From an optimization exercise on the open Yosys and OpenROAD flow, aimed at small area, a short achievable clock period and few clock cycles; shortcuts taken in it are not production practice.
Where RTL was checked, it was by simulation tests only, not by an equivalence proof against the original.
The RTL of runs 1 and 2 was laid out without a check of its function.
No driver is modelled on the clock port, so clocking that relies on it looks cheaper here than on a real chip.

### flow/config.mk
export PLATFORM = sky130hd
export DESIGN_NAME = top_module2
export DESIGN_NICKNAME = top_module2
export VERILOG_FILES = /design/flow/design.v
export SDC_FILE = /design/flow/constraint.sdc
export NUM_CORES = 4
export LEC_CHECK = 0
export CAP_MARGIN = 20
export CORE_MARGIN = 2
export CORE_UTILIZATION = 40
export SETUP_SLACK_MARGIN = 3.2
export SLEW_MARGIN = 20
### flow/constraint.sdc
create_clock -name core_clock -period 7.0 [get_ports {clock}]
set_input_delay 1.4000 -clock core_clock [delete_from_list [all_inputs] [get_ports {clock}]]
set_output_delay 1.4000 -clock core_clock [all_outputs]
set_load 0.01 [all_outputs]
### flow/design.v
module mac16e (input [15:0] m, input [3:0] one, input [3:0] two, input [3:0] neg, input [15:0] add, output [15:0] r);
  wire p1;
  wire p2;
  wire p3;
  wire p4;
  wire p5;
  wire p6;
  wire p7;
  wire p8;
  wire p9;
  wire p10;
  wire p11;
  wire p12;
  wire p13;
  wire p14;
  wire p15;
  wire p16;
  wire p17;
  wire p18;
  wire p19;
  wire p20;
  wire p21;
  wire p22;
  wire p23;
  wire p24;
  wire p25;
  wire p26;
  wire p27;
  wire p28;
  wire p29;
  wire p30;
  wire p31;
  wire p32;
  wire p33;
  wire p34;
  wire p35;
  wire p36;
  wire p37;
  wire p38;
  wire p39;
  wire p40;
  wire p41;
  wire p42;
  wire p43;
  wire p44;
  wire p45;
  wire p46;
  wire p47;
  wire p48;
  wire p49;
  wire p50;
  wire p51;
  wire p52;
  wire s53;
  wire c54;
  wire s55;
  wire c56;
  wire s57;
  wire c58;
  wire s59;
  wire c60;
  wire s61;
  wire c62;
  wire s63;
  wire c64;
  wire s65;
  wire c66;
  wire s67;
  wire c68;
  wire s69;
  wire c70;
  wire s71;
  wire c72;
  wire s73;
  wire c74;
  wire s75;
  wire c76;
  wire s77;
  wire c78;
  wire s79;
  wire c80;
  wire s81;
  wire c82;
  wire s83;
  wire c84;
  wire s85;
  wire c86;
  wire s87;
  wire c88;
  wire s89;
  wire c90;
  wire s91;
  wire c92;
  wire s93;
  wire s94;
  wire s95;
  wire c96;
  wire s97;
  wire c98;
  wire s99;
  wire c100;
  wire s101;
  wire c102;
  wire s103;
  wire c104;
  wire s105;
  wire c106;
  wire s107;
  wire c108;
  wire s109;
  wire c110;
  wire s111;
  wire c112;
  wire s113;
  wire c114;
  wire s115;
  wire c116;
  wire s117;
  wire c118;
  wire s119;
  wire c120;
  wire s121;
  wire s122;
  wire c123;
  wire s124;
  wire c125;
  wire s126;
  wire c127;
  wire s128;
  wire c129;
  wire s130;
  wire c131;
  wire s132;
  wire c133;
  wire s134;
  wire c135;
  wire s136;
  wire c137;
  wire s138;
  wire c139;
  wire s140;
  wire c141;
  wire s142;
  wire c143;
  wire s144;
  wire c145;
  wire s146;
  wire c147;
  wire s148;
  wire c149;
  wire s150;
  wire c151;
  wire s152;
  wire one0 = one[0];
  wire two0 = two[0];
  wire neg0 = neg[0];
  assign p1 = (one0 & m[0]) ^ neg0;
  assign p2 = ((one0 & m[1]) | (two0 & m[0])) ^ neg0;
  assign p3 = ((one0 & m[2]) | (two0 & m[1])) ^ neg0;
  assign p4 = ((one0 & m[3]) | (two0 & m[2])) ^ neg0;
  assign p5 = ((one0 & m[4]) | (two0 & m[3])) ^ neg0;
  assign p6 = ((one0 & m[5]) | (two0 & m[4])) ^ neg0;
  assign p7 = ((one0 & m[6]) | (two0 & m[5])) ^ neg0;
  assign p8 = ((one0 & m[7]) | (two0 & m[6])) ^ neg0;
  assign p9 = ((one0 & m[8]) | (two0 & m[7])) ^ neg0;
  assign p10 = ((one0 & m[9]) | (two0 & m[8])) ^ neg0;
  assign p11 = ((one0 & m[10]) | (two0 & m[9])) ^ neg0;
  assign p12 = ((one0 & m[11]) | (two0 & m[10])) ^ neg0;
  assign p13 = ((one0 & m[12]) | (two0 & m[11])) ^ neg0;
  assign p14 = ((one0 & m[13]) | (two0 & m[12])) ^ neg0;
  assign p15 = ((one0 & m[14]) | (two0 & m[13])) ^ neg0;
  assign p16 = ((one0 & m[15]) | (two0 & m[14])) ^ neg0;
  wire one1 = one[1];
  wire two1 = two[1];
  wire neg1 = neg[1];
  assign p17 = (one1 & m[0]) ^ neg1;
  assign p18 = ((one1 & m[1]) | (two1 & m[0])) ^ neg1;
  assign p19 = ((one1 & m[2]) | (two1 & m[1])) ^ neg1;
  assign p20 = ((one1 & m[3]) | (two1 & m[2])) ^ neg1;
  assign p21 = ((one1 & m[4]) | (two1 & m[3])) ^ neg1;
  assign p22 = ((one1 & m[5]) | (two1 & m[4])) ^ neg1;
  assign p23 = ((one1 & m[6]) | (two1 & m[5])) ^ neg1;
  assign p24 = ((one1 & m[7]) | (two1 & m[6])) ^ neg1;
  assign p25 = ((one1 & m[8]) | (two1 & m[7])) ^ neg1;
  assign p26 = ((one1 & m[9]) | (two1 & m[8])) ^ neg1;
  assign p27 = ((one1 & m[10]) | (two1 & m[9])) ^ neg1;
  assign p28 = ((one1 & m[11]) | (two1 & m[10])) ^ neg1;
  assign p29 = ((one1 & m[12]) | (two1 & m[11])) ^ neg1;
  assign p30 = ((one1 & m[13]) | (two1 & m[12])) ^ neg1;
  wire one2 = one[2];
  wire two2 = two[2];
  wire neg2 = neg[2];
  assign p31 = (one2 & m[0]) ^ neg2;
  assign p32 = ((one2 & m[1]) | (two2 & m[0])) ^ neg2;
  assign p33 = ((one2 & m[2]) | (two2 & m[1])) ^ neg2;
  assign p34 = ((one2 & m[3]) | (two2 & m[2])) ^ neg2;
  assign p35 = ((one2 & m[4]) | (two2 & m[3])) ^ neg2;
  assign p36 = ((one2 & m[5]) | (two2 & m[4])) ^ neg2;
  assign p37 = ((one2 & m[6]) | (two2 & m[5])) ^ neg2;
  assign p38 = ((one2 & m[7]) | (two2 & m[6])) ^ neg2;
  assign p39 = ((one2 & m[8]) | (two2 & m[7])) ^ neg2;
  assign p40 = ((one2 & m[9]) | (two2 & m[8])) ^ neg2;
  assign p41 = ((one2 & m[10]) | (two2 & m[9])) ^ neg2;
  assign p42 = ((one2 & m[11]) | (two2 & m[10])) ^ neg2;
  wire one3 = one[3];
  wire two3 = two[3];
  wire neg3 = neg[3];
  assign p43 = (one3 & m[0]) ^ neg3;
  assign p44 = ((one3 & m[1]) | (two3 & m[0])) ^ neg3;
  assign p45 = ((one3 & m[2]) | (two3 & m[1])) ^ neg3;
  assign p46 = ((one3 & m[3]) | (two3 & m[2])) ^ neg3;
  assign p47 = ((one3 & m[4]) | (two3 & m[3])) ^ neg3;
  assign p48 = ((one3 & m[5]) | (two3 & m[4])) ^ neg3;
  assign p49 = ((one3 & m[6]) | (two3 & m[5])) ^ neg3;
  assign p50 = ((one3 & m[7]) | (two3 & m[6])) ^ neg3;
  assign p51 = ((one3 & m[8]) | (two3 & m[7])) ^ neg3;
  assign p52 = ((one3 & m[9]) | (two3 & m[8])) ^ neg3;
  assign s53 = p5 ^ p19;
  assign c54 = p5 & p19;
  assign s55 = p6 ^ p20;
  assign c56 = p6 & p20;
  assign s57 = p7 ^ p21 ^ p33;
  assign c58 = (p7 & p21) | (p7 & p33) | (p21 & p33);
  assign s59 = p43 ^ neg3;
  assign c60 = p43 & neg3;
  assign s61 = p8 ^ p22 ^ p34;
  assign c62 = (p8 & p22) | (p8 & p34) | (p22 & p34);
  assign s63 = p44 ^ add[7];
  assign c64 = p44 & add[7];
  assign s65 = p9 ^ p23 ^ p35;
  assign c66 = (p9 & p23) | (p9 & p35) | (p23 & p35);
  assign s67 = p45 ^ add[8];
  assign c68 = p45 & add[8];
  assign s69 = p10 ^ p24 ^ p36;
  assign c70 = (p10 & p24) | (p10 & p36) | (p24 & p36);
  assign s71 = p46 ^ add[9];
  assign c72 = p46 & add[9];
  assign s73 = p11 ^ p25 ^ p37;
  assign c74 = (p11 & p25) | (p11 & p37) | (p25 & p37);
  assign s75 = p47 ^ add[10];
  assign c76 = p47 & add[10];
  assign s77 = p12 ^ p26 ^ p38;
  assign c78 = (p12 & p26) | (p12 & p38) | (p26 & p38);
  assign s79 = p48 ^ add[11];
  assign c80 = p48 & add[11];
  assign s81 = p13 ^ p27 ^ p39;
  assign c82 = (p13 & p27) | (p13 & p39) | (p27 & p39);
  assign s83 = p49 ^ add[12];
  assign c84 = p49 & add[12];
  assign s85 = p14 ^ p28 ^ p40;
  assign c86 = (p14 & p28) | (p14 & p40) | (p28 & p40);
  assign s87 = p50 ^ add[13];
  assign c88 = p50 & add[13];
  assign s89 = p15 ^ p29 ^ p41;
  assign c90 = (p15 & p29) | (p15 & p41) | (p29 & p41);
  assign s91 = p51 ^ add[14];
  assign c92 = p51 & add[14];
  assign s93 = p16 ^ p30 ^ p42;
  assign s94 = p52 ^ add[15];
  assign s95 = p3 ^ p17;
  assign c96 = p3 & p17;
  assign s97 = p4 ^ p18;
  assign c98 = p4 & p18;
  assign s99 = s53 ^ p31 ^ neg2;
  assign c100 = (s53 & p31) | (s53 & neg2) | (p31 & neg2);
  assign s101 = c54 ^ s55 ^ p32;
  assign c102 = (c54 & s55) | (c54 & p32) | (s55 & p32);
  assign s103 = c56 ^ s57 ^ s59;
  assign c104 = (c56 & s57) | (c56 & s59) | (s57 & s59);
  assign s105 = c58 ^ c60 ^ s61;
  assign c106 = (c58 & c60) | (c58 & s61) | (c60 & s61);
  assign s107 = c62 ^ c64 ^ s65;
  assign c108 = (c62 & c64) | (c62 & s65) | (c64 & s65);
  assign s109 = c66 ^ c68 ^ s69;
  assign c110 = (c66 & c68) | (c66 & s69) | (c68 & s69);
  assign s111 = c70 ^ c72 ^ s73;
  assign c112 = (c70 & c72) | (c70 & s73) | (c72 & s73);
  assign s113 = c74 ^ c76 ^ s77;
  assign c114 = (c74 & c76) | (c74 & s77) | (c76 & s77);
  assign s115 = c78 ^ c80 ^ s81;
  assign c116 = (c78 & c80) | (c78 & s81) | (c80 & s81);
  assign s117 = c82 ^ c84 ^ s85;
  assign c118 = (c82 & c84) | (c82 & s85) | (c84 & s85);
  assign s119 = c86 ^ c88 ^ s89;
  assign c120 = (c86 & c88) | (c86 & s89) | (c88 & s89);
  assign s121 = c90 ^ c92 ^ s93;
  assign s122 = p1 ^ neg0;
  assign c123 = p1 & neg0;
  assign s124 = p2 ^ add[1];
  assign c125 = p2 & add[1];
  assign s126 = s95 ^ neg1 ^ add[2];
  assign c127 = (s95 & neg1) | (s95 & add[2]) | (neg1 & add[2]);
  assign s128 = c96 ^ s97 ^ add[3];
  assign c129 = (c96 & s97) | (c96 & add[3]) | (s97 & add[3]);
  assign s130 = c98 ^ s99 ^ add[4];
  assign c131 = (c98 & s99) | (c98 & add[4]) | (s99 & add[4]);
  assign s132 = c100 ^ s101 ^ add[5];
  assign c133 = (c100 & s101) | (c100 & add[5]) | (s101 & add[5]);
  assign s134 = c102 ^ s103 ^ add[6];
  assign c135 = (c102 & s103) | (c102 & add[6]) | (s103 & add[6]);
  assign s136 = c104 ^ s105 ^ s63;
  assign c137 = (c104 & s105) | (c104 & s63) | (s105 & s63);
  assign s138 = c106 ^ s107 ^ s67;
  assign c139 = (c106 & s107) | (c106 & s67) | (s107 & s67);
  assign s140 = c108 ^ s109 ^ s71;
  assign c141 = (c108 & s109) | (c108 & s71) | (s109 & s71);
  assign s142 = c110 ^ s111 ^ s75;
  assign c143 = (c110 & s111) | (c110 & s75) | (s111 & s75);
  assign s144 = c112 ^ s113 ^ s79;
  assign c145 = (c112 & s113) | (c112 & s79) | (s113 & s79);
  assign s146 = c114 ^ s115 ^ s83;
  assign c147 = (c114 & s115) | (c114 & s83) | (s115 & s83);
  assign s148 = c116 ^ s117 ^ s87;
  assign c149 = (c116 & s117) | (c116 & s87) | (s117 & s87);
  assign s150 = c118 ^ s119 ^ s91;
  assign c151 = (c118 & s119) | (c118 & s91) | (s119 & s91);
  assign s152 = c120 ^ s121 ^ s94;
  assign r = {c151, c149, c147, c145, c143, c141, c139, c137, c135, c133, c131, c129, c127, c125, c123, s122} + {s152, s150, s148, s146, s144, s142, s140, s138, s136, s134, s132, s130, s128, s126, s124, add[0]};
endmodule
module top_module2 (input [3:0] start_adress, input [7:0] data_in, input clock, input Start, input reset,
  output logic [15:0] out_put_det3, output logic Done, output logic [3:0] adress);
  logic [4:0] jc;
  wire t1 = jc[0] & ~jc[1];
  wire t2 = jc[1] & ~jc[2];
  wire t3 = jc[2] & ~jc[3];
  wire t4 = jc[3] & ~jc[4];
  wire t5 = jc[4] & jc[0];
  wire t6 = jc[1] & ~jc[0];
  wire t7 = jc[2] & ~jc[1];
  wire t8 = jc[3] & ~jc[2];
  wire t9 = jc[4] & ~jc[3];
  wire t10 = ~Done & ~jc[4] & ~jc[0];
  logic add_q0, add_q2;        
  logic [3:0] addr;            
  logic [7:0] dr;              
  logic [15:0] mr;             
  logic [3:0] b_one, b_two, b_neg;   
  logic [15:0] q1, q0;
  wire go = Done & Start;
  logic [3:0] step;
  always @(*) begin
    step = 4'd0;
    if (t1) step = 4'd14;    
    if (t2) step = 4'd1;
    if (t3) step = 4'd14;    
    if (t4) step = 4'd4;
    if (t5) step = 4'd11;    
    if (t6) step = 4'd8;
    if (t7) step = 4'd14;    
    if (t8) step = 4'd1;
  end
  assign adress = Done ? start_adress : addr;
  always @(posedge clock or posedge reset) begin
    if (reset) begin
      Done   <= 1'b1;
      jc     <= '0;
      add_q0 <= 1'b0;
      add_q2 <= 1'b1;
    end else begin
      Done   <= Done ? ~Start : t10;
      jc     <= ((Done & ~Start) | t10) ? 5'd0 : {jc[3:0], ~jc[4]};
      add_q0 <= jc[1] & jc[3];                         
      add_q2 <= t8 | t9 | t10 | (Done & ~Start);
    end
  end
  wire [15:0] add = ({16{add_q0}} & q0) | ({16{add_q2}} & out_put_det3);
  wire [15:0] r;
  mac16e mac (.m(mr), .one(b_one), .two(b_two), .neg(b_neg), .add(add), .r(r));
  wire sub_next = t2 | t4 | t6;
  wire op_next = ~Done & (jc[0] | jc[4]);    
  wire [8:0] de = {data_in, 1'b0};
  logic [3:0] e_one, e_two, e_neg;
  always @(*) begin
    for (int j = 0; j < 4; j++) begin
      e_one[j] = op_next & (de[2*j+1] ^ de[2*j]);
      e_two[j] = op_next & ((de[2*j+2] & ~de[2*j+1] & ~de[2*j]) | (~de[2*j+2] & de[2*j+1] & de[2*j]));
      e_neg[j] = op_next & (de[2*j+2] ^ sub_next);
    end
  end
  always @(posedge clock) begin
    addr <= go ? start_adress + 4'd4 : addr + step;
    dr <= data_in;
    b_one <= e_one;
    b_two <= e_two;
    b_neg <= e_neg;
    mr <= (jc[4] & ~jc[1]) ? q1 : {{8{dr[7]}}, dr};    
    out_put_det3 <= r;
    q1 <= out_put_det3;
    q0 <= q1;
  end
endmodule
### flow/flow/run.sh
#!/bin/bash
# The standard layout, with plain buffers (buf_2) on the ports instead of the
# default port buffer cell. Every port still gets its buffer.
set -euo pipefail
export BUFFER_PORTS_ARGS="-buffer_cell sky130_fd_sc_hd__buf_2"
bash standard.sh > standard.log 2>&1
### flow/standard.sh
#!/bin/bash
# synth_recipe.tcl (not shown) runs the flow's synth.tcl, then flattens the netlist and writes it again
# the make line also repeats each setting of config.mk as NAME=value (left out here)
make -C /OpenROAD-flow-scripts/flow DESIGN_CONFIG=/design/flow/config.mk WORK_HOME=/design/flow/orfs CLKGATE_MAP_FILE= SYNTH_SCRIPT=/design/flow/synth_recipe.tcl "${@:-finish}"
==> results.cfg, run 1 <==
[setup_path]
critical_path.slowest_cell = fa_1
startpoint_type = flip-flop
cp_top_family = adder cells
cp-end-kind = flip-flop
critical_path_class = reg -> reg
required_ns = 7.24
critPathMostFrequentCell = fa_1
cp_max_fo = 6
path_cells = a22oi_2 > xor2_1 > fa_1 > fa_1 > inv_2 > fa_1 > ha_4 > a2111oi_4 > o21ai_2 > and3_4 > a41oi_4 > o21ai_1 > xor2_1
crit_buf_inv = 1
arrival_ns = 4.02
crit_path_max_incr_delay_ns = 0.55

[synth]
synth_top_area_share = 0.321
synth.yosys.seq_area_share = 0.358
synthCells = 524
synth.largest_area_cell = dfxtp_1
ys.flop_type = dfxtp_1
synth_edf_count = 0
ys_top_cells_by_count = 88 x dfxtp_1, 70 x xnor2_1, 49 x a22oi_1
synth.top_cells.by_area = dfxtp_1 32%, fa_1 12%, xnor2_1 11%, ha_1 7.1%, a22oi_1 6.7%
synth_fp_nets = 604
yosysWarnings = 1
syn_area_sq_um = 5480
synth-async-reset-ratio = 0.0833
synth.ff_latch_count = 96
syn_area_per_cell_sq_um = 10.5
yosysMostFrequentCell = dfxtp_1
netlist-cell-type-count = 53

[grt]
grt_max_degree = 18
grt_pass1_vias = 3846
antenna_found_initial = 0
grt_overflow = 0
grt.total_usage = 0.176
grt_pass1_wl_um = 19800

[clock_network]
insertion_delay_ns = 0.36
cts_tree = yes
cts_buffer_depth = 2
cts_hold_buf = 0
clock-sinks = 96
cts_max_level = 3
clockRootBuffer = clkbuf_16
cts_buffers = 9
path_clk_slew_ns = 0.07

[floorplan]
coreArea_sq_um = 13300
die_x_um = 121
start_util = 0.412
die_area_sq_um = 14700
fp.dieH_um = 121
io_pins = 36
row_count = 42

[finish]
area_delta_synth_final_pct = 14.5
finish.instance_area_sq_um = 6280
diodes = 0
layout-drive-gt1-share = 0.211
post-route-util = 0.472
nFillCells = 1254
fin_nets = 629

[detailed_routing]
antenna_left = 0
vias = 3770
drc_errors = 0
wl_per_cell_um = 16.4
firstDrtPassIters = 5
routed_via_density = 5.16
routed_wl_um = 12000
drt-initial-drc-count = 211

[sta]
hold_violations = 0
relSlewSlack = 0.346
setup_tns_ns = 0
final.setup.worst_slack_ns = 3.22
setup_viol = 0
drv_slew = 0
skew_ns = 0.0114
period_needed_ns = 3.78
finalCritPeriodShare = 0.541
rsz0062_at_grt = yes
max_freq_ghz = 0.264
worst_pin_slew_ns = 0.979

[run_status]
status = complete, no violations

[placement]
dp_hpwl_um = 8490
portBuffers = 35
post-place-ws_ns = 2.63
gp_congestion = 0.852
post_dp_cell_area_sq_um = 5740

[min_path]
min_path_type = reg -> reg

[job]
maxCapViolations = 0
registers in the layout, summed over array words and instances, names as in the netlist:
| signal | count |
|---|---|
| Done | 1 |
| add_q0 | 1 |
| add_q2 | 1 |
| addr | 4 |
| b_neg | 4 |
| b_one | 4 |
| b_two | 4 |
| dr | 8 |
| jc | 5 |
| mr | 16 |
| out_put_det3 | 16 |
| q0 | 16 |
| q1 | 16 |
metal layers:
metal,track usage,wire [um]
met1,0.238,5610
met2,0.274,5510
met3,0.0470,683
met4,0.0596,185
met5,0,0
stage by stage:
step	hold slack [ns]	std cells
6_report	0.348	730
4_1_cts	0.352	721
5_1_grt	0.359	730
2_1_floorplan	0.327	524
3_3_place_gp	0.334	701
3_5_place_dp	0.337	701
path summary, 6_finish.rpt:
| kind | start | to | slack (ns) | cells past startpoint |
|---|---|---|---|---|
| hold / removal | q1[8]$_DFF_P_ | q0[8]$_DFF_P_ | 0.35 | 0 |
| setup / recovery | mr[5]$_DFF_P_ | out_put_det3[13]$_DFF_P_ | 3.22 | 13 |
| setup reg to reg | mr[5]$_DFF_P_ | out_put_det3[13]$_DFF_P_ | 3.22 | 13 |
| hold reg to reg | q1[8]$_DFF_P_ | q0[8]$_DFF_P_ | 0.35 | 0 |
| min in group asynchronous | reset | jc[0]$_DFF_PP0_ | 0.97 | 2 |
| max in group asynchronous | reset | add_q2$_DFF_PP1_ | 5.75 | 2 |
cells by family after synthesis:
group | synth area share
AO/OA/AOI/OAI | 0.172
buffers and inverters | 0.0545
multiplexers | 0.0244
AND/OR/NAND/NOR | 0.0591
XOR/XNOR | 0.135
flip-flops | 0.358
adder cells (fa/ha/maj) | 0.197
worst register-to-register path: stages (launching register included):
cell,delay (ns)
dfxtp_4,0.36
a22oi_2,0.20
xor2_1,0.22
fa_1,0.46
fa_1,0.53
inv_2,0.04
fa_1,0.55
ha_4,0.23
a2111oi_4,0.31
o21ai_2,0.11
and3_4,0.21
a41oi_4,0.18
o21ai_1,0.12
xor2_1,0.14
cell usage in the layout, fill, tap and decap left out, types with 11 or more instances in the layout:
cell type and instances:
buf_2 36, ha_1 26, a21oi_1 13, xor2_1 11, a22o_1 14, a21o_1 15
xnor2_1 70, nor2_1 30, a22oi_1 43, buf_4 12, nand2_1 21, inv_1 33
dfxtp_4 12, dfxtp_1 70, fa_1 34
cell type report:
cell class                      instances  area [sq um]  area share
Clock buffer                           11           243      0.0387
Timing Repair Buffer                   49           275      0.0439
Sequential cell                        96          2020       0.322
Multi-Input combinational cell        356          3300       0.525
Inverter                               37           139      0.0221
Clock inverter                          5          86.3      0.0138
Tap cell                              176           220      0.0351
what timing repair did:
item,CTS,global route
setup endpoints to repair,7,7
resized for setup,30,14
pin swaps,3,4
setup buffers,4,9
==> run 2, diff against run 1 <==
--- a/flow/design.v
+++ b/flow/design.v
@@ -332,7 +332,6 @@
   wire t10 = ~Done & ~jc[4] & ~jc[0];
   logic add_q0, add_q2;        
   logic [3:0] addr;            
-  logic [7:0] dr;              
   logic [15:0] mr;             
   logic [3:0] b_one, b_two, b_neg;   
   logic [15:0] q1, q0;
@@ -367,19 +366,26 @@
   wire [15:0] r;
   mac16e mac (.m(mr), .one(b_one), .two(b_two), .neg(b_neg), .add(add), .r(r));
   wire sub_next = t2 | t4 | t6;
-  wire op_next = ~Done & (jc[0] | jc[4]);    
+  wire run_next = go | (~Done & (jc[0] | jc[4]));    
   wire [8:0] de = {data_in, 1'b0};
   logic [3:0] e_one, e_two, e_neg;
   always @(*) begin
     for (int j = 0; j < 4; j++) begin
-      e_one[j] = op_next & (de[2*j+1] ^ de[2*j]);
-      e_two[j] = op_next & ((de[2*j+2] & ~de[2*j+1] & ~de[2*j]) | (~de[2*j+2] & de[2*j+1] & de[2*j]));
-      e_neg[j] = op_next & (de[2*j+2] ^ sub_next);
+      e_one[j] = run_next & (de[2*j+1] ^ de[2*j]);
+      e_two[j] = run_next & ((de[2*j+2] & ~de[2*j+1] & ~de[2*j]) | (~de[2*j+2] & de[2*j+1] & de[2*j]));
+      e_neg[j] = run_next & (de[2*j+2] ^ sub_next);
+    end
+  end
+  wire sub_now = t3 | t5 | t7;
+  logic [7:0] dr;
+  always @(*) begin
+    for (int j = 0; j < 4; j++) begin
+      dr[2*j+1] = b_neg[j] ^ sub_now;
+      dr[2*j] = b_one[j] ^ (j == 0 ? 1'b0 : b_neg[j-1] ^ sub_now);
     end
   end
   always @(posedge clock) begin
     addr <= go ? start_adress + 4'd4 : addr + step;
-    dr <= data_in;
     b_one <= e_one;
     b_two <= e_two;
     b_neg <= e_neg;
==> results.cfg, run 2 <==
[run_status]
status = complete, no violations

[synth]
ys.flop_type = dfxtp_1
synth.ff_latch_count = 88
synth_edf_count = 0
netlist-cell-type-count = 56
synth-async-reset-ratio = 0.0909
syn_area_per_cell_sq_um = 10.0
ys_top_cells_by_count = 80 x dfxtp_1, 70 x xnor2_1, 48 x a22oi_1
synth_fp_nets = 624
synth_top_area_share = 0.294
synth.yosys.seq_area_share = 0.331
yosysWarnings = 1
syn_area_sq_um = 5450
synth.largest_area_cell = dfxtp_1
yosysMostFrequentCell = dfxtp_1
synth.top_cells.by_area = dfxtp_1 29%, fa_1 12%, xnor2_1 11%, ha_1 7.1%, a22oi_1 6.6%
synthCells = 544

[detailed_routing]
routed_wl_um = 13600
vias = 4239
routed_via_density = 5.39
wl_per_cell_um = 17.3
drc_errors = 0
drt-initial-drc-count = 236
antenna_left = 0
firstDrtPassIters = 5

[floorplan]
die_x_um = 121
coreArea_sq_um = 13300
die_area_sq_um = 14600
start_util = 0.410
row_count = 42
io_pins = 36
fp.dieH_um = 121

[finish]
layout-drive-gt1-share = 0.315
area_delta_synth_final_pct = 24.0
final_cell_mix = 65 x xnor2_1, 62 x dfxtp_1, 52 x buf_4, 36 x nor2_1, 35 x buf_2
finish.instance_area_sq_um = 6760
final_cells = 786
final_common_cell = xnor2_1
diodes = 0
fin_nets = 685

[grt]
grt.total_usage = 0.191
grt_max_degree = 21
antenna_found_initial = 0
grt_pass1_wl_um = 21200
grt_pass1_vias = 4132
grt_overflow = 0

[placement]
dp.cells = 719
post_dp_cell_area_sq_um = 5710
gp_congestion = 0.861
dp_hpwl_um = 9320
portBuffers = 35

[clock_network]
cts_tree = yes
cts_buffers = 9
cts_buffer_depth = 2
path_clk_slew_ns = 0.07
clock-sinks = 88
insertion_delay_ns = 0.36
clockRootBuffer = clkbuf_16
cts_hold_buf = 0
cts_max_level = 3

[sta]
drv_slew = 0
worst_pin_slew_ns = 0.693
max_freq_ghz = 0.260
relSlewSlack = 0.537
rsz0062_at_grt = yes
skew_ns = 0.0125
setup_tns_ns = 0
setup_viol = 0
period_needed_ns = 3.84
hold_violations = 0
finalCritPeriodShare = 0.549

[setup_path]
arrival_ns = 4.08
critPathMostFrequentCell = fa_1
path_cells = a22oi_2 > xor2_1 > fa_1 > fa_1 > inv_1 > fa_1 > ha_4 > a2111oi_4 > o21a_1 > a211oi_4 > a31oi_4 > nand2b_1 > a211o_1
crit_buf_inv = 1
startpoint_type = flip-flop
required_ns = 7.24
critical_path.slowest_cell = fa_1
crit_path_max_incr_delay_ns = 0.52
critical_path_class = reg -> reg
cp_top_family = adder cells
cp-end-kind = flip-flop
cp_max_fo = 5

[min_path]
min_path_type = reg -> reg

[job]
maxCapViolations = 0
run 2: cell count changes in the layout (fill, tap and decap cells not counted), sizes merged, moves of 3 or more:
cell	previous run	this run
mux2	11	8
o31ai	0	3
xor2	12	17
dfxtp	88	80
nor2	30	38
a21oi	16	19
buf	48	88
a211oi	1	5
a41oi	3	0
o21a	0	3
nand2b	1	6
run 2: area by class of cell:
class	count	area, sq um
flip-flops and latches	88	1860
multi-input cells	383	3630
clock buffers	10	239
fillers	1183	6530
inverters	35	131
clock inverters	6	97.6
well taps	176	220
repair buffers	88	577
run 2: metrics by stage:
| step | util | hold WS (ns) | worst slack (ns) |
|---|---|---|---|
| floorplan | - | 0.326 | 3.16 |
| global placement | 0.429 | 0.342 | 2.41 |
| detailed placement | 0.429 | 0.345 | 2.38 |
| CTS | 0.474 | 0.358 | 3.11 |
| global route | 0.509 | 0.358 | 3.01 |
| finish | 0.509 | 0.357 | 3.16 |
run 2: worst paths after layout:
check	start	to	slack, ns	depth (start not counted)
max	mr[2]$_DFF_P_	out_put_det3[13]$_DFF_P_	3.16	13
min	q1[14]$_DFF_P_	q0[14]$_DFF_P_	0.36	0
max reg2reg	mr[2]$_DFF_P_	out_put_det3[13]$_DFF_P_	3.16	13
min reg2reg	q1[14]$_DFF_P_	q0[14]$_DFF_P_	0.36	0
max in group asynchronous	reset	add_q2$_DFF_PP1_	5.72	2
min in group asynchronous	reset	jc[1]$_DFF_PP0_	0.98	2
run 2: repair_timing:
action                     CTS  global route
gates resized for setup     47            44
setup endpoints to repair    9             7
buffers inserted            18            33
pin swaps                   10            38
run 2: worst reg2reg max path: stages (launching register included):
cell and delay [ns]:
dfxtp_4 0.37, a22oi_2 0.19, xor2_1 0.23, fa_1 0.47
fa_1 0.52, inv_1 0.05, fa_1 0.48, ha_4 0.31
a2111oi_4 0.06, o21a_1 0.15, a211oi_4 0.33, a31oi_4 0.15
nand2b_1 0.16, a211o_1 0.25
run 2: cells by family (layout without fill, tap and decap cells):
family          after synthesis  in the layout  synth area share
buf+inv                      73            139            0.0553
xor+xnor                     88             88             0.144
flops                        88             88             0.331
mux                           9              9            0.0184
compound gates              133            133             0.182
simple gates                 87             87            0.0718
fa+ha+maj                    66             66             0.198
run 2: routing by layer:
layer,vias up,global-route usage,wire length (um)
met4,0,0.0676,384
met5,-,0,0
li1,1972,-,-
met3,24,0.0439,868
met2,142,0.299,6330
met1,2101,0.259,6010
==> run 3, diff against run 2 <==
--- a/flow/design.v
+++ b/flow/design.v
@@ -319,19 +319,10 @@
 endmodule
 module top_module2 (input [3:0] start_adress, input [7:0] data_in, input clock, input Start, input reset,
   output logic [15:0] out_put_det3, output logic Done, output logic [3:0] adress);
-  logic [4:0] jc;
-  wire t1 = jc[0] & ~jc[1];
-  wire t2 = jc[1] & ~jc[2];
-  wire t3 = jc[2] & ~jc[3];
-  wire t4 = jc[3] & ~jc[4];
-  wire t5 = jc[4] & jc[0];
-  wire t6 = jc[1] & ~jc[0];
-  wire t7 = jc[2] & ~jc[1];
-  wire t8 = jc[3] & ~jc[2];
-  wire t9 = jc[4] & ~jc[3];
-  wire t10 = ~Done & ~jc[4] & ~jc[0];
+  logic [10:1] ph;             
   logic add_q0, add_q2;        
   logic [3:0] addr;            
+  logic [7:0] dr;              
   logic [15:0] mr;             
   logic [3:0] b_one, b_two, b_neg;   
   logic [15:0] q1, q0;
@@ -339,57 +330,50 @@
   logic [3:0] step;
   always @(*) begin
     step = 4'd0;
-    if (t1) step = 4'd14;    
-    if (t2) step = 4'd1;
-    if (t3) step = 4'd14;    
-    if (t4) step = 4'd4;
-    if (t5) step = 4'd11;    
-    if (t6) step = 4'd8;
-    if (t7) step = 4'd14;    
-    if (t8) step = 4'd1;
+    if (ph[1]) step = 4'd14;    
+    if (ph[2]) step = 4'd1;
+    if (ph[3]) step = 4'd14;    
+    if (ph[4]) step = 4'd4;
+    if (ph[5]) step = 4'd11;    
+    if (ph[6]) step = 4'd8;
+    if (ph[7]) step = 4'd14;    
+    if (ph[8]) step = 4'd1;
   end
   assign adress = Done ? start_adress : addr;
   always @(posedge clock or posedge reset) begin
     if (reset) begin
       Done   <= 1'b1;
-      jc     <= '0;
+      ph     <= '0;
       add_q0 <= 1'b0;
       add_q2 <= 1'b1;
     end else begin
-      Done   <= Done ? ~Start : t10;
-      jc     <= ((Done & ~Start) | t10) ? 5'd0 : {jc[3:0], ~jc[4]};
-      add_q0 <= jc[1] & jc[3];                         
-      add_q2 <= t8 | t9 | t10 | (Done & ~Start);
+      Done   <= Done ? ~Start : ph[10];
+      ph     <= {ph[9:1], go};
+      add_q0 <= ph[4] | ph[5] | ph[6];
+      add_q2 <= ph[8] | ph[9] | ph[10] | (Done & ~Start);
     end
   end
   wire [15:0] add = ({16{add_q0}} & q0) | ({16{add_q2}} & out_put_det3);
   wire [15:0] r;
   mac16e mac (.m(mr), .one(b_one), .two(b_two), .neg(b_neg), .add(add), .r(r));
-  wire sub_next = t2 | t4 | t6;
-  wire run_next = go | (~Done & (jc[0] | jc[4]));    
+  wire sub_next = ph[2] | ph[4] | ph[6];
+  wire op_next = ~Done & ~ph[10];    
   wire [8:0] de = {data_in, 1'b0};
   logic [3:0] e_one, e_two, e_neg;
   always @(*) begin
     for (int j = 0; j < 4; j++) begin
-      e_one[j] = run_next & (de[2*j+1] ^ de[2*j]);
-      e_two[j] = run_next & ((de[2*j+2] & ~de[2*j+1] & ~de[2*j]) | (~de[2*j+2] & de[2*j+1] & de[2*j]));
-      e_neg[j] = run_next & (de[2*j+2] ^ sub_next);
-    end
-  end
-  wire sub_now = t3 | t5 | t7;
-  logic [7:0] dr;
-  always @(*) begin
-    for (int j = 0; j < 4; j++) begin
-      dr[2*j+1] = b_neg[j] ^ sub_now;
-      dr[2*j] = b_one[j] ^ (j == 0 ? 1'b0 : b_neg[j-1] ^ sub_now);
+      e_one[j] = op_next & (de[2*j+1] ^ de[2*j]);
+      e_two[j] = op_next & ((de[2*j+2] & ~de[2*j+1] & ~de[2*j]) | (~de[2*j+2] & de[2*j+1] & de[2*j]));
+      e_neg[j] = op_next & (de[2*j+2] ^ sub_next);
     end
   end
   always @(posedge clock) begin
     addr <= go ? start_adress + 4'd4 : addr + step;
+    dr <= data_in;
     b_one <= e_one;
     b_two <= e_two;
     b_neg <= e_neg;
-    mr <= (jc[4] & ~jc[1]) ? q1 : {{8{dr[7]}}, dr};    
+    mr <= (ph[7] | ph[8] | ph[9]) ? q1 : {{8{dr[7]}}, dr};
     out_put_det3 <= r;
     q1 <= out_put_det3;
     q0 <= q1;
==> flow/flow/run.sh (replaced) <==
#!/bin/bash
# The standard layout, with two changes: plain buffers (buf_2) on the ports
# instead of the default port buffer cell (every port still gets its buffer),
# and, after clock tree synthesis, a later clock for the output register
# (flow/skew.tcl), which ends the multiply-accumulate paths between registers.
set -euo pipefail
export BUFFER_PORTS_ARGS="-buffer_cell sky130_fd_sc_hd__buf_2"
bash standard.sh cts > standard_cts.log 2>&1
R=orfs/results/sky130hd/top_module2/base
cp $R/4_cts.odb $R/4_cts_noskew.odb
ODB_IN=$R/4_cts_noskew.odb ODB_OUT=$R/4_cts.odb SKEW_DLY_CELL=sky130_fd_sc_hd__clkdlybuf4s25_1 \
  openroad -no_init -exit flow/skew.tcl > skew.log 2>&1
bash standard.sh > standard.log 2>&1
==> flow/flow/skew.tcl (new file) <==
# Delays the clock of the output register (out_put_det3) by a delay buffer and a
# clock buffer inserted after its leaf clock buffer. The output register is the
# end of the multiply-accumulate paths between registers; its own paths to the
# output port only lose by this.
read_db $::env(ODB_IN)
set db [ord::get_db]
set block [ord::get_db_block]
set flops {}
foreach inst [$block getInsts] {
  if {[string match {out_put_det3*} [$inst getName]]} { lappend flops $inst }
}
puts "skew: [llength $flops] output register flip-flops"
set src [[[lindex $flops 0] findITerm CLK] getNet]
set n1 [odb::dbNet_create $block skew_net1]
set n2 [odb::dbNet_create $block skew_net2]
$n1 setSigType CLOCK
$n2 setSigType CLOCK
set b1 [odb::dbInst_create $block [$db findMaster $::env(SKEW_DLY_CELL)] skew_dly]
set b2 [odb::dbInst_create $block [$db findMaster sky130_fd_sc_hd__clkbuf_16] skew_buf]
[$b1 findITerm A] connect $src
[$b1 findITerm X] connect $n1
[$b2 findITerm A] connect $n1
[$b2 findITerm X] connect $n2
set sx 0; set sy 0
foreach f $flops {
  set it [$f findITerm CLK]
  $it disconnect
  $it connect $n2
  set bb [$f getBBox]
  set sx [expr {$sx + [$bb xMin]}]; set sy [expr {$sy + [$bb yMin]}]
}
set cx [expr {int($sx / [llength $flops])}]; set cy [expr {int($sy / [llength $flops])}]
$b1 setLocation $cx $cy
$b1 setPlacementStatus PLACED
$b2 setLocation $cx $cy
$b2 setPlacementStatus PLACED
global_connect
detailed_placement
check_placement -verbose
write_db $::env(ODB_OUT)
==> results.cfg, run 3 <==
[run_status]
status = complete, no violations

[finish]
fin_nets = 638
area_delta_synth_final_pct = 13.5
final_common_cell = xnor2_1
nFillCells = 1322
layout-drive-gt1-share = 0.185
finish.instance_area_sq_um = 6320
diodes = 0
post-route-util = 0.460
final_cell_mix = 71 x xnor2_1, 70 x dfxtp_1, 45 x a22oi_1, 35 x inv_1, 35 x buf_2

[synth]
synth_fp_nets = 613
synth.yosys.seq_area_share = 0.375
yosysMostFrequentCell = dfxtp_1
synth.top_cells.by_area = dfxtp_1 32%, fa_1 12%, xnor2_1 11%, ha_1 7.0%, a22oi_1 6.6%
syn_area_sq_um = 5570
ys.flop_type = dfxtp_1
synth-async-reset-ratio = 0.129
synth.largest_area_cell = dfxtp_1
synth_edf_count = 0
yosysWarnings = 1
synth_top_area_share = 0.317
netlist-cell-type-count = 50
synth.ff_latch_count = 101
synthCells = 533
ys_top_cells_by_count = 88 x dfxtp_1, 71 x xnor2_1, 49 x a22oi_1
syn_area_per_cell_sq_um = 10.4

[sta]
hold_violations = 0
max_freq_ghz = 0.300
finalCritPeriodShare = 0.476
skew_ns = 0.523
drv_slew = 0
final.setup.worst_slack_ns = 3.66
setup_viol = 0
period_needed_ns = 3.34
worst_pin_slew_ns = 0.935
relSlewSlack = 0.372
setup_tns_ns = 0
rsz0062_at_grt = no

[detailed_routing]
antenna_left = 0
drt-initial-drc-count = 227
drc_errors = 0
wl_per_cell_um = 16.4
routed_via_density = 5.10
routed_wl_um = 12200
firstDrtPassIters = 5
vias = 3790

[setup_path]
startpoint_type = primary input
cp-end-kind = output pin
critical_path_class = in -> out
crit_path_max_incr_delay_ns = 0.28
path_cells = buf_2 > mux2_1 > buf_2
cp_max_fo = 3
critical_path.slowest_cell = mux2_1
arrival_ns = 1.94
reg2reg_from = b_two[1]$_DFF_P_
rrSetupSlack_ns = 3.70
critPathMostFrequentCell = buf_2
rr_worst_depth = 13
required_ns = 5.60
reg2reg_to = out_put_det3[13]$_DFF_P_

[clock_network]
path_clk_slew_ns = 0.08
clockRootBuffer = clkbuf_16
cts_tree = yes
cts_buffers = 9
clock-sinks = 101
insertion_delay_ns = 0.87
cts_max_level = 3
cts_buffer_depth = 2

[placement]
dp_hpwl_um = 8830
gp_congestion = 0.856
portBuffers = 35
post-place-ws_ns = 2.65
post_dp_cell_area_sq_um = 5820

[grt]
grt_pass1_wl_um = 20500
grt_max_degree = 20
grt_pass1_vias = 3905
antenna_found_initial = 0
grt.total_usage = 0.181
grt_overflow = 0

[floorplan]
die_x_um = 122
row_count = 43
start_util = 0.406
die_area_sq_um = 14900
fp.dieH_um = 122
io_pins = 36
coreArea_sq_um = 13700

[min_path]
hold_depth = 2
min_from = q0[0]$_DFF_P_
min_path_type = reg -> reg
holdPathEnd = out_put_det3[0]$_DFF_P_

[job]
maxCapViolations = 0
-- run 3: per-layer routing --
| layer | vias up | part of all wire | track usage |
|---|---|---|---|
| li1 | 1843 | - | - |
| met5 | - | 0 | 0 |
| met3 | 15 | 0.037 | 0.0426 |
| met1 | 1848 | 0.47 | 0.242 |
| met4 | 0 | 0.020 | 0.0690 |
| met2 | 84 | 0.48 | 0.286 |
-- run 3: worst max-delay path, delay by kind of cell --
kind,cells,cell delay (ns)
multiplexers,1,0.28
buffers and inverters,2,0.26
-- run 3: cell families after synthesis --
logic type,Yosys count,synth area share
and+or+nand+nor,90,0.0728
buffers and inverters,69,0.0517
AOI/OAI and AO/OA,120,0.165
adders and majority gates,65,0.192
muxes,5,0.00989
DFF,101,0.375
xor gates and xnor gates,83,0.133
-- run 3: cell type report --
type | count | area (sq um) | share of cell area
multi-input combinational | 363 | 3240 | 0.513
sequential | 101 | 2130 | 0.338
timing repair buffer | 46 | 258 | 0.0408
clock buffer | 9 | 225 | 0.0357
tap | 180 | 225 | 0.0357
inverter | 35 | 131 | 0.0208
clock inverter | 7 | 70.1 | 0.0111
buffer | 2 | 35.0 | 0.00555
-- run 3: per-stage QoR --
step                cells  hold slack (ns)
floorplan             533            0.331
global placement      714            0.338
detailed placement    714            0.336
CTS                   741            0.352
global route          743           0.0951
finish                743           0.0804
-- run 3: timing repair --
item,CTS,global route
hold buffers,0,0
resized for setup,32,0
setup buffers,11,0
endpoints found under the setup margin,8,0
-- run 3: worst max path at each step --
stage                               endpoint              from  slack [ns]  cells after the start
floorplan           out_put_det3[13]$_DFF_P_  b_two[0]$_DFF_P_        3.19                     14
global placement    out_put_det3[13]$_DFF_P_  b_neg[0]$_DFF_P_        2.76                     12
detailed placement  out_put_det3[13]$_DFF_P_  b_neg[0]$_DFF_P_        2.65                     12
CTS                 out_put_det3[13]$_DFF_P_  b_two[1]$_DFF_P_        3.19                     13
global route        out_put_det3[13]$_DFF_P_  b_two[2]$_DFF_P_        3.50                     13
finish                             adress[2]   start_adress[2]        3.66                      3
Testbench counts of run 3, summed over its fixed seeds: cycles 17,600.
==> run 4, diff against run 3 <==
--- a/flow/flow/run.sh
+++ b/flow/flow/run.sh
@@ -8,6 +8,6 @@
 bash standard.sh cts > standard_cts.log 2>&1
 R=orfs/results/sky130hd/top_module2/base
 cp $R/4_cts.odb $R/4_cts_noskew.odb
-ODB_IN=$R/4_cts_noskew.odb ODB_OUT=$R/4_cts.odb SKEW_DLY_CELL=sky130_fd_sc_hd__clkdlybuf4s25_1 \
+ODB_IN=$R/4_cts_noskew.odb ODB_OUT=$R/4_cts.odb SKEW_DLY_CELL=sky130_fd_sc_hd__clkdlybuf4s15_1 \
   openroad -no_init -exit flow/skew.tcl > skew.log 2>&1
 bash standard.sh > standard.log 2>&1
==> results.cfg, run 4 <==
[run_status]
status = complete, no violations

[finish]
layout-drive-gt1-share = 0.185
diodes = 0
final_common_cell = xnor2_1
fin_nets = 638
final_cell_mix = 71 x xnor2_1, 70 x dfxtp_1, 45 x a22oi_1, 35 x inv_1, 35 x buf_2
post-route-util = 0.460
finish.instance_area_sq_um = 6320
area_delta_synth_final_pct = 13.5
final_cells = 743

[detailed_routing]
vias = 3788
routed_via_density = 5.10
routed_wl_um = 12200
antenna_left = 0
drc_errors = 0
firstDrtPassIters = 5
drt-initial-drc-count = 227
wl_per_cell_um = 16.4

[clock_network]
path_clk_slew_ns = 0.08
cts_hold_buf = 0
insertion_delay_ns = 0.79
cts_buffer_depth = 2
clock-sinks = 101
cts_buffers = 9
cts_tree = yes
clockRootBuffer = clkbuf_16
cts_max_level = 3

[synth]
synth.top_cells.by_area = dfxtp_1 32%, fa_1 12%, xnor2_1 11%, ha_1 7.0%, a22oi_1 6.6%
yosysMostFrequentCell = dfxtp_1
synth.ff_latch_count = 101
syn_area_per_cell_sq_um = 10.4
synth_top_area_share = 0.317
netlist-cell-type-count = 50
synth_edf_count = 0
synthCells = 533
yosysWarnings = 1
synth_fp_nets = 613
syn_area_sq_um = 5570
synth.largest_area_cell = dfxtp_1
synth-async-reset-ratio = 0.129
ys_top_cells_by_count = 88 x dfxtp_1, 71 x xnor2_1, 49 x a22oi_1
ys.flop_type = dfxtp_1
synth.yosys.seq_area_share = 0.375

[sta]
finalCritPeriodShare = 0.482
relSlewSlack = 0.372
hold_violations = 0
max_freq_ghz = 0.296
setup_viol = 0
setup_tns_ns = 0
worst_pin_slew_ns = 0.935
skew_ns = 0.447
rsz0062_at_grt = no
drv_slew = 0
final.setup.worst_slack_ns = 3.62
period_needed_ns = 3.38

[floorplan]
start_util = 0.406
die_area_sq_um = 14900
row_count = 43
fp.dieH_um = 122
coreArea_sq_um = 13700
die_x_um = 122
io_pins = 36

[grt]
grt_pass1_wl_um = 20500
grt_pass1_vias = 3905
grt_overflow = 0
grt.total_usage = 0.181
grt_max_degree = 20
antenna_found_initial = 0

[setup_path]
cp_max_fo = 7
startpoint_type = flip-flop
critical_path_class = reg -> reg
rrSetupSlack_ns = 3.62
cp-end-kind = flip-flop
arrival_ns = 4.06
required_ns = 7.68

[placement]
post-place-ws_ns = 2.65
portBuffers = 35
gp_congestion = 0.856
post_dp_cell_area_sq_um = 5820
dp.cells = 714
dp_hpwl_um = 8830

[job]
maxCapViolations = 0

[min_path]
min_path_type = reg -> reg
==> run 4: cell counts after synthesis <==
No cell type changed its count.
==> run 4: final timing paths <==
check | startpoint | to | cells past startpoint
max reg2reg | b_two[1]$_DFF_P_ | out_put_det3[13]$_DFF_P_ | 13
max in group asynchronous | reset | Done$_DFF_PP1_ | 2
min | q0[0]$_DFF_P_ | out_put_det3[0]$_DFF_P_ | 2
min reg2reg | q0[0]$_DFF_P_ | out_put_det3[0]$_DFF_P_ | 2
max | b_two[1]$_DFF_P_ | out_put_det3[13]$_DFF_P_ | 13
min in group asynchronous | reset | ph[3]$_DFF_PP0_ | 2
==> run 4: worst max-delay path, stage by stage (launching register included) <==
cell       delay (ns)
dfxtp_4          0.38
a22oi_2          0.19
xor2_1           0.21
fa_1             0.47
fa_1             0.52
inv_1            0.05
fa_1             0.54
ha_4             0.23
a2111oi_4        0.29
o21ai_1          0.16
and3_4           0.22
a41oi_4          0.18
o21ai_1          0.11
xor2_1           0.15
==> run 4: area by class of cell <==
type | count | area [sq um]
fill | 1322 | 7400
multi-input combinational | 363 | 3240
sequential | 101 | 2130
timing repair buffer | 46 | 258
clock buffer | 9 | 225
tap | 180 | 225
inverter | 35 | 131
clock inverter | 7 | 70.1
buffer | 2 | 35.0
==> run 4: kinds of logic (layout without fill, tap and decap cells) <==
kind of cell / Yosys count / in the layout / share of synthesized area
flip-flops: 101 / 101 / 0.375
AO/OA/AOI/OAI: 120 / 120 / 0.165
AND/OR/NAND/NOR: 90 / 90 / 0.0728
XOR/XNOR: 83 / 83 / 0.133
multiplexers: 5 / 5 / 0.00989
adder cells (fa/ha/maj): 65 / 65 / 0.192
buffers and inverters: 69 / 99 / 0.0517
==> run 4: layer usage <==
layer,part of all wire,vias up,track usage
met1,0.47,1850,0.242
met2,0.48,80,0.286
met5,0,-,0
met4,0.020,0,0.0690
met3,0.036,15,0.0426
li1,-,1843,-
==> run 4: repair_timing <==
action                                 4_1_cts  5_1_grt
buffers inserted                            11        0
resized for setup                           32        0
endpoints found under the hold margin        0        0
setup endpoints to repair                    8        0
==> run 4: through the flow <==
stage	hold WS (ns)
2_1_floorplan	0.331
3_5_place_dp	0.336
4_1_cts	0.352
5_1_grt	0.172
6_report	0.157
3_3_place_gp	0.338
==> run 5, diff against run 4 <==
--- a/flow/design.v
+++ b/flow/design.v
@@ -339,14 +339,16 @@
     if (ph[7]) step = 4'd14;    
     if (ph[8]) step = 4'd1;
   end
-  assign adress = Done ? start_adress : addr;
+  assign adress = ({4{Done}} & start_adress) | addr;
   always @(posedge clock or posedge reset) begin
     if (reset) begin
       Done   <= 1'b1;
       ph     <= '0;
       add_q0 <= 1'b0;
       add_q2 <= 1'b1;
+      addr   <= 4'd0;
     end else begin
+      addr   <= go ? start_adress + 4'd4 : (~Done & ~ph[10]) ? addr + step : 4'd0;
       Done   <= Done ? ~Start : ph[10];
       ph     <= {ph[9:1], go};
       add_q0 <= ph[4] | ph[5] | ph[6];
@@ -368,7 +370,6 @@
     end
   end
   always @(posedge clock) begin
-    addr <= go ? start_adress + 4'd4 : addr + step;
     dr <= data_in;
     b_one <= e_one;
     b_two <= e_two;
--- a/flow/flow/run.sh
+++ b/flow/flow/run.sh
@@ -8,6 +8,6 @@
 bash standard.sh cts > standard_cts.log 2>&1
 R=orfs/results/sky130hd/top_module2/base
 cp $R/4_cts.odb $R/4_cts_noskew.odb
-ODB_IN=$R/4_cts_noskew.odb ODB_OUT=$R/4_cts.odb SKEW_DLY_CELL=sky130_fd_sc_hd__clkdlybuf4s15_1 \
+ODB_IN=$R/4_cts_noskew.odb ODB_OUT=$R/4_cts.odb SKEW_DLY_CELL=sky130_fd_sc_hd__clkdlybuf4s25_1 \
   openroad -no_init -exit flow/skew.tcl > skew.log 2>&1
 bash standard.sh > standard.log 2>&1
--- a/flow/config.mk
+++ b/flow/config.mk
@@ -8,5 +8,6 @@
 export CAP_MARGIN = 20
 export CORE_MARGIN = 2
 export CORE_UTILIZATION = 40
+export HOLD_SLACK_MARGIN = 0.15
 export SETUP_SLACK_MARGIN = 3.2
 export SLEW_MARGIN = 20
==> results.cfg, run 5 <==
[clock_network]
insertion_delay_ns = 0.85
cts_tree = yes
cts_max_level = 3
post_cts_buffers = 0
path_clk_slew_ns = 0.08
cts_buffer_depth = 2
cts_buffers = 9
clock-sinks = 101
clockRootBuffer = clkbuf_16

[sta]
setup_viol = 0
rsz0062_at_grt = no
max_freq_ghz = 0.302
drv_slew = 0
worst_pin_slew_ns = 0.804
relSlewSlack = 0.460
setup_tns_ns = 0
hold_slack_ns = 0.304
period_needed_ns = 3.31
skew_ns = 0.508
finalCritPeriodShare = 0.472
hold_violations = 0
final.setup.worst_slack_ns = 3.69

[detailed_routing]
wl_per_cell_um = 17.5
routed_wl_um = 12600
antenna_left = 0
firstDrtPassIters = 5
vias = 3832
drc_errors = 0
drt-initial-drc-count = 257
routed_via_density = 5.33

[synth]
synth.largest_area_cell = dfxtp_1
ys_top_cells_by_count = 84 x dfxtp_1, 68 x xnor2_1, 49 x a22oi_1
syn_area_sq_um = 5520
synthXorXnorAreaFrac = 0.133
synth_edf_count = 0
synth_compound_area_frac = 0.174
synth.top_cells.by_area = dfxtp_1 30%, fa_1 12%, xnor2_1 11%, ha_1 7.0%, dfrtp_1 6.8%
synth.ff_latch_count = 101
synth_fp_nets = 602
netlist-cell-type-count = 48
synth-async-reset-ratio = 0.168
synthCells = 522
synth_top_family_by_area = adder cells
synthSimpleGateAreaFrac = 0.0658
synthAdderAreaFrac = 0.194
yosysWarnings = 1
synth.yosys.seq_area_share = 0.382
muxShareOfSynthArea = 0.00181
synth_top_area_share = 0.305
syn_area_per_cell_sq_um = 10.6
yosysMostFrequentCell = dfxtp_1
ys.flop_type = dfxtp_1

[setup_path]
critical_path_class = reg -> reg
cp-end-kind = flip-flop
required_ns = 7.77
arrival_ns = 4.08
cp_max_fo = 15
startpoint_type = flip-flop

[floorplan]
fp.dieH_um = 121
die_x_um = 121
start_util = 0.413
row_count = 42
io_pins = 36
die_area_sq_um = 14800
coreArea_sq_um = 13300

[finish]
final_cell_mix = 68 x xnor2_1, 66 x dfxtp_1, 49 x a22oi_1, 35 x buf_2, 34 x fa_1
layout-drive-gt1-share = 0.162
fin_nets = 618
post-route-util = 0.465
diodes = 0
final_common_cell = xnor2_1
area_delta_synth_final_pct = 12.4

[min_path]
min_path_type = reg -> reg

[grt]
grt_overflow = 0
grt_max_degree = 20
grt_pass1_vias = 3927
grt.total_usage = 0.183
grt_pass1_wl_um = 20700
antenna_found_initial = 0

[job]
maxCapViolations = 0

[placement]
gp_congestion = 0.863
portBuffers = 35
dp_hpwl_um = 8940
post-place-ws_ns = 2.73

[run_status]
status = complete, no violations
## run 5: stage by stage
| step | std cells | cell area (sq um) |
|---|---|---|
| after global routing | 719 | 6200 |
| after global placement | 700 | 5770 |
| after floorplan | 522 | 5520 |
| final | 719 | 6200 |
| after detailed placement | 700 | 5770 |
| after CTS | 716 | 6160 |
## run 5: worst max-delay path, cell delays in order, from the launching register on
cell	delay [ns]
dfxtp_4	0.41
a22oi_1	0.22
xnor2_1	0.13
fa_1	0.46
fa_1	0.58
fa_1	0.43
ha_1	0.35
a2111o_1	0.46
a211o_1	0.32
a41oi_2	0.21
xnor2_1	0.14
## run 5: logic make-up (layout without fill, tap and decap cells)
logic type	Yosys count	in the layout
muxes	1	1
adders and majority gates	65	65
DFF	101	101
xor gates and xnor gates	82	82
and+or+nand+nor	82	82
AOI/OAI and AO/OA	125	125
buffers and inverters	66	87
## run 5: path summary, 6_finish.rpt
kind                       slack (ns)             start  cells after the start                  endpoint
max                              3.69  b_two[0]$_DFF_P_                     10  out_put_det3[12]$_DFF_P_
min reg2reg                      0.30     q0[1]$_DFF_P_                      3   out_put_det3[1]$_DFF_P_
min in group asynchronous        1.11             reset                      2           ph[4]$_DFF_PP0_
max in group asynchronous        5.48             reset                      2         addr[3]$_DFF_PP0_
min                              0.30     q0[1]$_DFF_P_                      3   out_put_det3[1]$_DFF_P_
max reg2reg                      3.69  b_two[0]$_DFF_P_                     10  out_put_det3[12]$_DFF_P_
## run 5: per-layer routing
| layer | global-route usage | part of all wire | vias to the layer above |
|---|---|---|---|
| met5 | 0 | 0 | - |
| met4 | 0.0697 | 0.025 | 0 |
| met3 | 0.0428 | 0.055 | 21 |
| met2 | 0.277 | 0.46 | 119 |
| met1 | 0.253 | 0.46 | 1888 |
| li1 | - | - | 1804 |
## run 5: cell type report
class / count / area [sq um]
fillers: 1270 / 7140
multi-input cells: 355 / 3160
flip-flops and latches: 101 / 2150
clock buffers: 10 / 239
well taps: 176 / 220
repair buffers: 37 / 193
inverters: 32 / 120
clock inverters: 6 / 88.8
plain buffers: 2 / 35.0
## run 5: what timing repair did
action,4_1_cts,5_1_grt
endpoints found under the setup margin,8,0
hold buffers,0,1
gates resized for setup,28,0
endpoints found under the hold margin,0,1
Testbench counts of run 5, summed over its fixed seeds: cycles 17,600.
==> run 6, diff against run 5 <==
--- a/flow/config.mk
+++ b/flow/config.mk
@@ -8,6 +8,7 @@
 export CAP_MARGIN = 20
 export CORE_MARGIN = 2
 export CORE_UTILIZATION = 40
+export CTS_BUF_LIST = sky130_fd_sc_hd__clkbuf_8
 export HOLD_SLACK_MARGIN = 0.15
 export SETUP_SLACK_MARGIN = 3.2
 export SLEW_MARGIN = 20
==> results.cfg, run 6 <==
[finish]
final_common_cell = xnor2_1
area_delta_synth_final_pct = 10.8
finish.instance_area_sq_um = 6120
diodes = 0
nFillCells = 1283
layout-drive-gt1-share = 0.164
final_cell_mix = 68 x xnor2_1, 66 x dfxtp_1, 49 x a22oi_1, 35 x buf_2, 34 x fa_1
fin_nets = 618

[sta]
drv_slew = 0
rsz0062_at_grt = no
hold_violations = 0
setup_tns_ns = 0
period_needed_ns = 3.30
max_freq_ghz = 0.303
relSlewSlack = 0.445
finalCritPeriodShare = 0.471
setup_viol = 0
worst_pin_slew_ns = 0.827
skew_ns = 0.536

[synth]
synth_fp_nets = 602
syn_area_sq_um = 5520
synth.top_cells.by_area = dfxtp_1 30%, fa_1 12%, xnor2_1 11%, ha_1 7.0%, dfrtp_1 6.8%
synth-async-reset-ratio = 0.168
synthCells = 522
yosysMostFrequentCell = dfxtp_1
synth.yosys.seq_area_share = 0.382
synth.ff_latch_count = 101
netlist-cell-type-count = 48
syn_area_per_cell_sq_um = 10.6
yosysWarnings = 1
synth_edf_count = 0
synth_top_area_share = 0.305
synth.largest_area_cell = dfxtp_1
ys_top_cells_by_count = 84 x dfxtp_1, 68 x xnor2_1, 49 x a22oi_1
ys.flop_type = dfxtp_1

[placement]
dp_hpwl_um = 8940
post_dp_cell_area_sq_um = 5770
gp_congestion = 0.863
portBuffers = 35

[clock_network]
clock-sinks = 101
insertion_delay_ns = 0.89
cts_tree = yes
path_clk_slew_ns = 0.12
clockRootBuffer = clkbuf_8
cts_buffers = 9
post_cts_buffers = 0
cts_buffer_depth = 2
cts_max_level = 3

[detailed_routing]
firstDrtPassIters = 4
routed_wl_um = 12600
antenna_left = 0
drc_errors = 0
drt-initial-drc-count = 242
vias = 3830
routed_via_density = 5.33
wl_per_cell_um = 17.5

[grt]
grt_max_degree = 20
grt_overflow = 0
grt_pass1_vias = 3898
antenna_found_initial = 0
grt.total_usage = 0.182
grt_pass1_wl_um = 20600

[floorplan]
io_pins = 36
row_count = 42
die_x_um = 121
die_area_sq_um = 14800
coreArea_sq_um = 13300
fp.dieH_um = 121
start_util = 0.413

[job]
maxCapViolations = 0

[run_status]
status = complete, no violations

[setup_path]
startpoint_type = flip-flop
arrival_ns = 4.12
required_ns = 7.83
critical_path_class = reg -> reg
cp-end-kind = flip-flop
cp_max_fo = 14

[min_path]
min_path_type = reg -> reg
## run 6: cell count changes in the layout (fill, tap and decap cells not counted)
cell / previous run / this run
clkbuf_8: 1 / 10
ha_4: 1 / 2
ha_1: 30 / 29
clkbuf_16: 10 / 1
## run 6: cell families after synthesis
group,share of synthesized area
buffers and inverters,0.0492
AOI/OAI and AO/OA,0.174
DFF,0.382
and+or+nand+nor,0.0658
adders and majority gates,0.194
muxes,0.00181
xor gates and xnor gates,0.133
## run 6: worst max-delay path, cell delays in order, from the launching register on
cell     delay [ns]
dfxtp_4        0.42
a22oi_1        0.20
xor2_1         0.22
fa_1           0.47
fa_1           0.52
inv_1          0.06
fa_1           0.55
ha_4           0.23
and2_1         0.17
nor3_2         0.19
a21oi_2        0.08
a31o_1         0.27
a31oi_1        0.22
xnor2_1        0.14
## run 6: routing by layer
| metal | vias to the layer above | wire, um | GRT usage |
|---|---|---|---|
| met4 | 0 | 285 | 0.0690 |
| met1 | 1907 | 5870 | 0.253 |
| met5 | - | 0 | 0 |
| li1 | 1801 | - | - |
| met2 | 104 | 5800 | 0.278 |
| met3 | 18 | 619 | 0.0404 |
## run 6: final cells by class
cell class	instances	area, sq um	share of cell area
flip-flops and latches	101	2150	0.351
inverters	32	120	0.0196
well taps	176	220	0.0360
clock buffers	10	138	0.0225
repair buffers	37	193	0.0315
plain buffers	2	35.0	0.00573
multi-input cells	355	3170	0.519
clock inverters	6	88.8	0.0145
## run 6: worst paths after layout
check / startpoint / to / slack, ns / depth (start not counted)
setup / recovery: b_one[1]$_DFF_P_ / out_put_det3[13]$_DFF_P_ / 3.70 / 13
hold / removal: q0[1]$_DFF_P_ / out_put_det3[1]$_DFF_P_ / 0.29 / 3
setup reg to reg: b_one[1]$_DFF_P_ / out_put_det3[13]$_DFF_P_ / 3.70 / 13
hold reg to reg: q0[1]$_DFF_P_ / out_put_det3[1]$_DFF_P_ / 0.29 / 3
max in group asynchronous: reset / addr[3]$_DFF_PP0_ / 5.52 / 2
min in group asynchronous: reset / ph[4]$_DFF_PP0_ / 1.06 / 2
## run 6: what timing repair did
action,CTS,global route
hold buffers,0,1
resized for setup,29,0
setup endpoints to repair,8,0
endpoints found under the hold margin,0,1
## run 6: metrics by stage
step / instances / setup slack [ns] / hold WS [ns] / util
floorplan: 522 / 3.21 / 0.331 / -
global placement: 700 / 2.88 / 0.336 / 0.432
detailed placement: 700 / 2.73 / 0.336 / 0.432
CTS: 716 / 3.21 / 0.352 / 0.455
global route: 719 / 3.49 / 0.362 / 0.458
finish: 719 / 3.70 / 0.293 / 0.458

-- afterwards: timing with drivers on the ports --
In the flow no input, the clock included, has a driving cell. The finished layouts below were timed again as built, in two steps. Step 1, drivers: a clkbuf_16 drives clock and a buf_2 each remaining input, both assumed. Step 2, shift: input delay + t, output delay - t, t = (earliest + latest rising clock arrival at the registers) / 2. This alone moves slack from input paths to output paths. a / b / c = no drivers / after step 1 / after step 2; a / b = the first two.
run	t (ns)	setup WS [ns]	clock arrival spread, ns	slew at the worst register clock pin (ns)	pins driven straight from the clock port
run 1	0.392	3.215 / 3.215 / 3.215	0.012 / 0.012	0.07 / 0.07	1
run 2	0.392	3.159 / 3.159 / 3.159	0.013 / 0.013	0.07 / 0.07	1
run 3	0.645	3.665 / 3.647 / 3.647	0.525 / 0.525	0.08 / 0.08	1
run 4	0.607	3.624 / 3.624 / 3.624	0.449 / 0.449	0.08 / 0.08	1
run 5	0.635	3.693 / 3.693 / 3.693	0.512 / 0.511	0.08 / 0.08	1
run 6	0.664	3.704 / 3.704 / 3.704	0.539 / 0.540	0.12 / 0.12	1
In run 3, run 4, run 5 and run 6 the clock reaches the registers at very different times; t lies between them, and the last value is a rough guide only. The setup slack of run 3, which loses most, moves by -0.018 ns with the drivers and by -0.018 ns with both steps.
